Source: an optimization exercise on an open RTL-to-GDS flow (aim: small area). Production flows keep margins and buffers that such runs may drop. Function was checked by simulation only, so behaviour that the tests miss may differ from the original. Power figures rest on the tool's default switching activity, not on a simulated workload.

==> job 6610 <==
==> flow/design.v (excerpt) <==
module top(
        input CLK,
        input rst,
        input c1,
        input c2,
        input c3,
        input init,
        output Bounce_Remover_outc1,
        output Bounce_Remover_outc2,
        output Bounce_Remover_outc3,
        output mixer_out1,
        output mixer_out2,
        output mixer_out3,
        output so1,
        output so2,
        output so3,
        output dfil_new_out1,
        output dfil_new_out2,
        output dfil_new_out3,
        output UARTTX
    );
    localparam K = 125;      
    localparam BW = 25;      
    localparam L = 975;      
    reg [6:0] pos;
    wire [6:0] pos_n;
    rc_inc #(7) u_pos(.a(pos), .ci(1'b1), .s(pos_n));
    always @(posedge CLK) pos <= (rst || pos == K - 1) ? 7'd0 : pos_n;
    wire bnd = (pos == K - 1);
    reg [BW-1:0] W;
    always @(*)
        case (pos)
            7'd0: W = 25'd28706082;
            7'd1: W = 25'd25178258;
            7'd2: W = 25'd22083390;
            7'd3: W = 25'd19368558;
            7'd4: W = 25'd16987318;
            7'd5: W = 25'd14898887;
            7'd6: W = 25'd13067435;
            7'd7: W = 25'd11461471;
            7'd8: W = 25'd10053311;
            7'd9: W = 25'd8818617;
            7'd10: W = 25'd7735997;
            7'd11: W = 25'd6786657;
            7'd12: W = 25'd5954097;
            7'd13: W = 25'd5223844;
            7'd14: W = 25'd4583216;
            7'd15: W = 25'd4021112;
            7'd16: W = 25'd3527824;
            7'd17: W = 25'd3094868;
            7'd18: W = 25'd2714832;
            7'd19: W = 25'd2381240;
            7'd20: W = 25'd2088431;
            7'd21: W = 25'd1831452;
            7'd22: W = 25'd1605964;
            7'd23: W = 25'd1408160;
            7'd24: W = 25'd1234694;
            7'd25: W = 25'd1082620;
            7'd26: W = 25'd949340;
            7'd27: W = 25'd832560;
            7'd28: W = 25'd730253;
            7'd29: W = 25'd640628;
            7'd30: W = 25'd562104;
            7'd31: W = 25'd493288;
            7'd32: W = 25'd432956;
            7'd33: W = 25'd380036;
            7'd34: W = 25'd333592;
            7'd35: W = 25'd292809;
            7'd36: W = 25'd256979;
            7'd37: W = 25'd225488;
            7'd38: W = 25'd197804;
            7'd39: W = 25'd173466;
            7'd40: W = 25'd152074;
  ...
clock: 110.0 ns
lec_check: 0
cap_margin: 20
core_margin: 2
core_utilization: 50
cts_buf_list: sky130_fd_sc_hd__clkbuf_8
cts_cluster_diameter: 80
cts_cluster_size: 16
place_density: 0.6
slew_margin: 20
run.sh (not shown) runs the stock make flow with config.mk's settings and CLKGATE_MAP_FILE= SYNTH_SCRIPT=/design/flow/synth_recipe.tcl, a recipe that flattens the netlist after the stock synthesis.
==> job 4390 (differences from job 6610) <==
--- a/flow/design.v
+++ b/flow/design.v
@@ -24,26 +24,24 @@
     input  wire rst;
     parameter WAITBW=4;  
     reg si0;
     always @(posedge clk) si0<=rst ? 1'b0 : si;
     wire si_rise, si_fall;
     assign si_rise = (~si0)&si;
     assign si_fall  = si0&(~si);
     reg [WAITBW-1:0] waitcount;
-    wire [WAITBW-1:0] wait_dec;
-    rc_add #(WAITBW) u_dec(.a(waitcount), .b({WAITBW{1'b1}}), .ci(1'b0), .s(wait_dec), .co());
     wire [WAITBW-1:0] all0;
     assign all0=0;
     always @(posedge clk) 
     if (rst) begin
         so<=0;
         waitcount<=0;
-    end else if (|waitcount) begin
-        waitcount<=wait_dec;
+    end else if (waitcount>0) begin
+        waitcount<=waitcount-1;
     end else if (si_rise) begin
         so<=1;
         waitcount<=~all0;
     end else if (si_fall) begin
         so<=0;
         waitcount<=~all0;
     end 
 endmodule
@@ -275,40 +273,38 @@
 );
     reg [BW-1:0] er;
     wire [BW-1:0] en;
     rc_add #(BW) u_enc(.a(er), .b((B ^ B0) ? W : {BW{1'b0}}), .ci(1'b0), .s(en), .co());
     always @(posedge CLK) er <= (rst | bnd) ? {BW{1'b0}} : en;
     reg [L-1:0] ring;
     always @(posedge CLK) begin
         ring <= {ring[L-2:0], ring[L-1]};
-        if (rst | bnd) ring[BW-1:0] <= en;    
+        if (rst | bnd) ring[BW-1:0] <= rst ? {BW{1'b0}} : en;
     end
     wire [BW-1:0] rd = {ring[BW-2:0], ring[L-1]};
     reg [BW-1:0] dr;
     reg [3:0] dcd;
     reg Bdr;
     wire free = (dcd == 4'd0);
-    wire [3:0] dcd_dec;
-    rc_add #(4) u_dcd(.a(dcd), .b(4'hf), .ci(1'b0), .s(dcd_dec), .co());
     wire [BW-1:0] dm;
     wire ge;
     rc_add #(BW) u_dec(.a(dr), .b(~W), .ci(1'b1), .s(dm), .co(ge));
     wire e = free & ge;
     wire Bd = Bdr ^ e;
-    always @(posedge CLK) begin
-        if (~rok) begin
+    always @(posedge CLK)
+        if (rst) begin
+            dr <= {BW{1'b0}};
             dcd <= 4'd0;
             Bdr <= 1'b0;
         end else begin
             Bdr <= Bd;
-            dcd <= e ? 4'd15 : (free ? 4'd0 : dcd_dec);
+            dcd <= e ? 4'd15 : (free ? 4'd0 : dcd - 1'b1);
+            dr <= bnd ? rd : (e ? dm : dr);
         end
-        dr <= bnd ? rd : (e ? dm : dr);
-    end
     wire x = indata & ~rst;
     reg xd1;
     always @(posedge CLK) xd1 <= x;
     wire xd = (so_d ^ Bd) & rok;
     reg [12:0] sum;
     wire dn = xd & ~xd1;
     wire [12:0] sum_n;
     rc_add #(13) u_sum(.a(sum), .b({{12{dn}}, xd ^ xd1}), .ci(1'b0), .s(sum_n), .co());
@@ -325,32 +321,28 @@
         end
     assign out = fil;
 endmodule
 module UART(input [15:0] DATA, input hi, input CLK, input rst, input START, output reg UARTTX);
     reg [6:0] clkCount;
     reg [3:0] dataCount;
     reg sendStBit;
     wire [7:0] byte_ = hi ? DATA[15:8] : DATA[7:0];
-    wire [6:0] cc_n;
-    wire [3:0] dc_n;
-    rc_inc #(7) u_cc(.a(clkCount), .ci(1'b1), .s(cc_n));
-    rc_inc #(4) u_dc(.a(dataCount), .ci(1'b1), .s(dc_n));
     always @(posedge CLK)
         if (rst) begin
             clkCount <= 7'd0;
             dataCount <= 4'd0;
             sendStBit <= 1'b0;
             UARTTX <= 1'b1;
         end else if (sendStBit) begin
             if (clkCount != 7'd100)
-                clkCount <= cc_n;
+                clkCount <= clkCount + 1'b1;
             else begin
                 clkCount <= 7'd0;
-                dataCount <= dc_n;
+                dataCount <= dataCount + 1'b1;
                 UARTTX <= dataCount[3] | byte_[dataCount[2:0]];
                 if (dataCount == 4'd9) begin
                     sendStBit <= 1'b0;
                     dataCount <= 4'd0;
                 end
             end
         end else if (START) begin
             sendStBit <= 1'b1;
@@ -378,19 +370,17 @@
         output dfil_new_out2,
         output dfil_new_out3,
         output UARTTX
     );
     localparam K = 125;      
     localparam BW = 25;      
     localparam L = 975;      
     reg [6:0] pos;
-    wire [6:0] pos_n;
-    rc_inc #(7) u_pos(.a(pos), .ci(1'b1), .s(pos_n));
-    always @(posedge CLK) pos <= (rst || pos == K - 1) ? 7'd0 : pos_n;
+    always @(posedge CLK) pos <= (rst || pos == K - 1) ? 7'd0 : pos + 1'b1;
     wire bnd = (pos == K - 1);
     reg [BW-1:0] W;
     always @(*)
         case (pos)
             7'd0: W = 25'd28706082;
             7'd1: W = 25'd25178258;
             7'd2: W = 25'd22083390;
             7'd3: W = 25'd19368558;
@@ -518,19 +508,17 @@
             default: W = 25'd0;
         endcase
     reg [12:0] rcnt;
     wire [12:0] rcnt_n;
     rc_inc #(13) u_rc(.a(rcnt), .ci(1'b1), .s(rcnt_n));
     always @(posedge CLK) rcnt <= rst ? 13'd0 : (rcnt == 13'd5000 ? rcnt : rcnt_n);
     wire rok = (rcnt == 13'd5000);
     reg [3:0] clk_count;
-    wire [3:0] cc_n;
-    rc_inc #(4) u_cc(.a(clk_count), .ci(1'b1), .s(cc_n));
-    always @(posedge CLK) clk_count <= (rst || clk_count == 4'd10) ? 4'd0 : cc_n;
+    always @(posedge CLK) clk_count <= (rst || clk_count == 4'd10) ? 4'd0 : clk_count + 1'b1;
     wire tick = (clk_count == 4'd10);
     wire [15:0] result1, result2, result3;
     channel #(.K(K), .BW(BW), .L(L)) ch1 (.CLK(CLK), .rst(rst), .init(init), .c(c1),
         .W(W), .bnd(bnd), .rok(rok), .tick(tick),
         .B(Bounce_Remover_outc1), .mix(mixer_out1), .so(so1), .fil(dfil_new_out1), .result(result1));
     channel #(.K(K), .BW(BW), .L(L)) ch2 (.CLK(CLK), .rst(rst), .init(init), .c(c2),
         .W(W), .bnd(bnd), .rok(rok), .tick(tick),
         .B(Bounce_Remover_outc2), .mix(mixer_out2), .so(so2), .fil(dfil_new_out2), .result(result2));
CTS_CLUSTER_DIAMETER = 60   (was 80)
CTS_CLUSTER_SIZE = 20   (was 16)
==> job 8211 (differences from job 6610) <==
--- a/flow/design.v
+++ b/flow/design.v
@@ -385,85 +385,85 @@
     reg [6:0] pos;
     wire [6:0] pos_n;
     rc_inc #(7) u_pos(.a(pos), .ci(1'b1), .s(pos_n));
     always @(posedge CLK) pos <= (rst || pos == K - 1) ? 7'd0 : pos_n;
     wire bnd = (pos == K - 1);
     reg [BW-1:0] W;
     always @(*)
         case (pos)
-            7'd0: W = 25'd28706082;
-            7'd1: W = 25'd25178258;
-            7'd2: W = 25'd22083390;
-            7'd3: W = 25'd19368558;
-            7'd4: W = 25'd16987318;
-            7'd5: W = 25'd14898887;
-            7'd6: W = 25'd13067435;
-            7'd7: W = 25'd11461471;
-            7'd8: W = 25'd10053311;
-            7'd9: W = 25'd8818617;
-            7'd10: W = 25'd7735997;
-            7'd11: W = 25'd6786657;
-            7'd12: W = 25'd5954097;
-            7'd13: W = 25'd5223844;
-            7'd14: W = 25'd4583216;
-            7'd15: W = 25'd4021112;
-            7'd16: W = 25'd3527824;
-            7'd17: W = 25'd3094868;
-            7'd18: W = 25'd2714832;
-            7'd19: W = 25'd2381240;
-            7'd20: W = 25'd2088431;
-            7'd21: W = 25'd1831452;
-            7'd22: W = 25'd1605964;
-            7'd23: W = 25'd1408160;
-            7'd24: W = 25'd1234694;
-            7'd25: W = 25'd1082620;
-            7'd26: W = 25'd949340;
-            7'd27: W = 25'd832560;
-            7'd28: W = 25'd730253;
-            7'd29: W = 25'd640628;
-            7'd30: W = 25'd562104;
-            7'd31: W = 25'd493288;
-            7'd32: W = 25'd432956;
-            7'd33: W = 25'd380036;
-            7'd34: W = 25'd333592;
-            7'd35: W = 25'd292809;
-            7'd36: W = 25'd256979;
-            7'd37: W = 25'd225488;
-            7'd38: W = 25'd197804;
-            7'd39: W = 25'd173466;
-            7'd40: W = 25'd152074;
-            7'd41: W = 25'd133280;
-            7'd42: W = 25'd116780;
-            7'd43: W = 25'd102307;
-            7'd44: W = 25'd89625;
-            7'd45: W = 25'd78524;
-            7'd46: W = 25'd68816;
-            7'd47: W = 25'd60332;
-            7'd48: W = 25'd52920;
-            7'd49: W = 25'd46444;
-            7'd50: W = 25'd40783;
-            7'd51: W = 25'd35830;
-            7'd52: W = 25'd31491;
-            7'd53: W = 25'd27684;
-            7'd54: W = 25'd24338;
-            7'd55: W = 25'd21392;
-            7'd56: W = 25'd18794;
-            7'd57: W = 25'd16500;
-            7'd58: W = 25'd14473;
-            7'd59: W = 25'd12682;
-            7'd60: W = 25'd11101;
-            7'd61: W = 25'd9708;
-            7'd62: W = 25'd8484;
-            7'd63: W = 25'd7412;
-            7'd64: W = 25'd6476;
-            7'd65: W = 25'd5661;
-            7'd66: W = 25'd4953;
-            7'd67: W = 25'd4339;
-            7'd68: W = 25'd3807;
+            7'd0: W = 25'd28950528;
+            7'd1: W = 25'd25395200;
+            7'd2: W = 25'd22265856;
+            7'd3: W = 25'd19529728;
+            7'd4: W = 25'd17121280;
+            7'd5: W = 25'd15007744;
+            7'd6: W = 25'd13164544;
+            7'd7: W = 25'd11542528;
+            7'd8: W = 25'd10125312;
+            7'd9: W = 25'd8880128;
+            7'd10: W = 25'd7790592;
+            7'd11: W = 25'd6836224;
+            7'd12: W = 25'd5996544;
+            7'd13: W = 25'd5259264;
+            7'd14: W = 25'd4612096;
+            7'd15: W = 25'd4046848;
+            7'd16: W = 25'd3551232;
+            7'd17: W = 25'd3115008;
+            7'd18: W = 25'd2732032;
+            7'd19: W = 25'd2396160;
+            7'd20: W = 25'd2101248;
+            7'd21: W = 25'd1843200;
+            7'd22: W = 25'd1615872;
+            7'd23: W = 25'd1417216;
+            7'd24: W = 25'd1242112;
+            7'd25: W = 25'd1088512;
+            7'd26: W = 25'd953856;
+            7'd27: W = 25'd836608;
+            7'd28: W = 25'd733696;
+            7'd29: W = 25'd643584;
+            7'd30: W = 25'd564736;
+            7'd31: W = 25'd495616;
+            7'd32: W = 25'd434944;
+            7'd33: W = 25'd381696;
+            7'd34: W = 25'd335104;
+            7'd35: W = 25'd294144;
+            7'd36: W = 25'd258048;
+            7'd37: W = 25'd226432;
+            7'd38: W = 25'd198656;
+            7'd39: W = 25'd174208;
+            7'd40: W = 25'd152704;
+            7'd41: W = 25'd133760;
+            7'd42: W = 25'd117120;
+            7'd43: W = 25'd102592;
+            7'd44: W = 25'd89856;
+            7'd45: W = 25'd78720;
+            7'd46: W = 25'd68992;
+            7'd47: W = 25'd60480;
+            7'd48: W = 25'd53056;
+            7'd49: W = 25'd46560;
+            7'd50: W = 25'd40896;
+            7'd51: W = 25'd35936;
+            7'd52: W = 25'd31568;
+            7'd53: W = 25'd27760;
+            7'd54: W = 25'd24400;
+            7'd55: W = 25'd21440;
+            7'd56: W = 25'd18832;
+            7'd57: W = 25'd16528;
+            7'd58: W = 25'd14488;
+            7'd59: W = 25'd12696;
+            7'd60: W = 25'd11112;
+            7'd61: W = 25'd9712;
+            7'd62: W = 25'd8488;
+            7'd63: W = 25'd7416;
+            7'd64: W = 25'd6480;
+            7'd65: W = 25'd5664;
+            7'd66: W = 25'd4956;
+            7'd67: W = 25'd4340;
+            7'd68: W = 25'd3808;
             7'd69: W = 25'd3346;
             7'd70: W = 25'd2946;
             7'd71: W = 25'd2598;
             7'd72: W = 25'd2294;
             7'd73: W = 25'd2027;
             7'd74: W = 25'd1791;
             7'd75: W = 25'd1581;
             7'd76: W = 25'd1393;
==> notes <==
- In clock power, job 6610 and job 8211 hardly differ.
- The highest non-clock buffer count belongs to job 4390, the lowest to job 6610.
- Of job 4390 and job 6610, job 4390 has the higher final cell count (gap about 3%, measured against job 6610).
- In register-to-register slack, job 4390 and job 6610 hardly differ.
- In job 4390 the sequential power is lower than in job 8211, by about 3%.
- Die area: job 4390 > job 6610 > job 8211.
- In sequential cell count, job 8211 and job 4390 do not differ.
==> figures <==
metric                                            job 8211     job 6610     job 4390
Outcome                   no timing/DRC/antenna violations  no timing/DRC/antenna violations  no timing/DRC/antenna violations
WL per Instance                                    14.8 um      15.3 um      16.1 um
Clock Buffer Count                                     312          306          285
Switch Pwr                                        0.534 mW     0.556 mW     0.541 mW
Met1 track demand over resource                      21.5%        22.2%        23.7%
Sequential share of cell area                        67.2%        66.8%        65.4%
Met1 routed wirelength after detailed routing     85200 um     88600 um     95600 um
Design Area, Final                             122000 um^2  122000 um^2  124000 um^2
Die width                                           481 um       483 um       485 um
CTS Buf Count                                          299          300          278
Crit path arrival time                            56.86 ns     56.89 ns     56.90 ns
Met2 Track Usage GR                                  23.6%        24.5%        25.7%
Area taken by flip-flops and latches            81800 um^2   81800 um^2   81000 um^2
DR vias                                              55400        56600        59700
Core ar.                                       225000 um^2  227000 um^2  230000 um^2
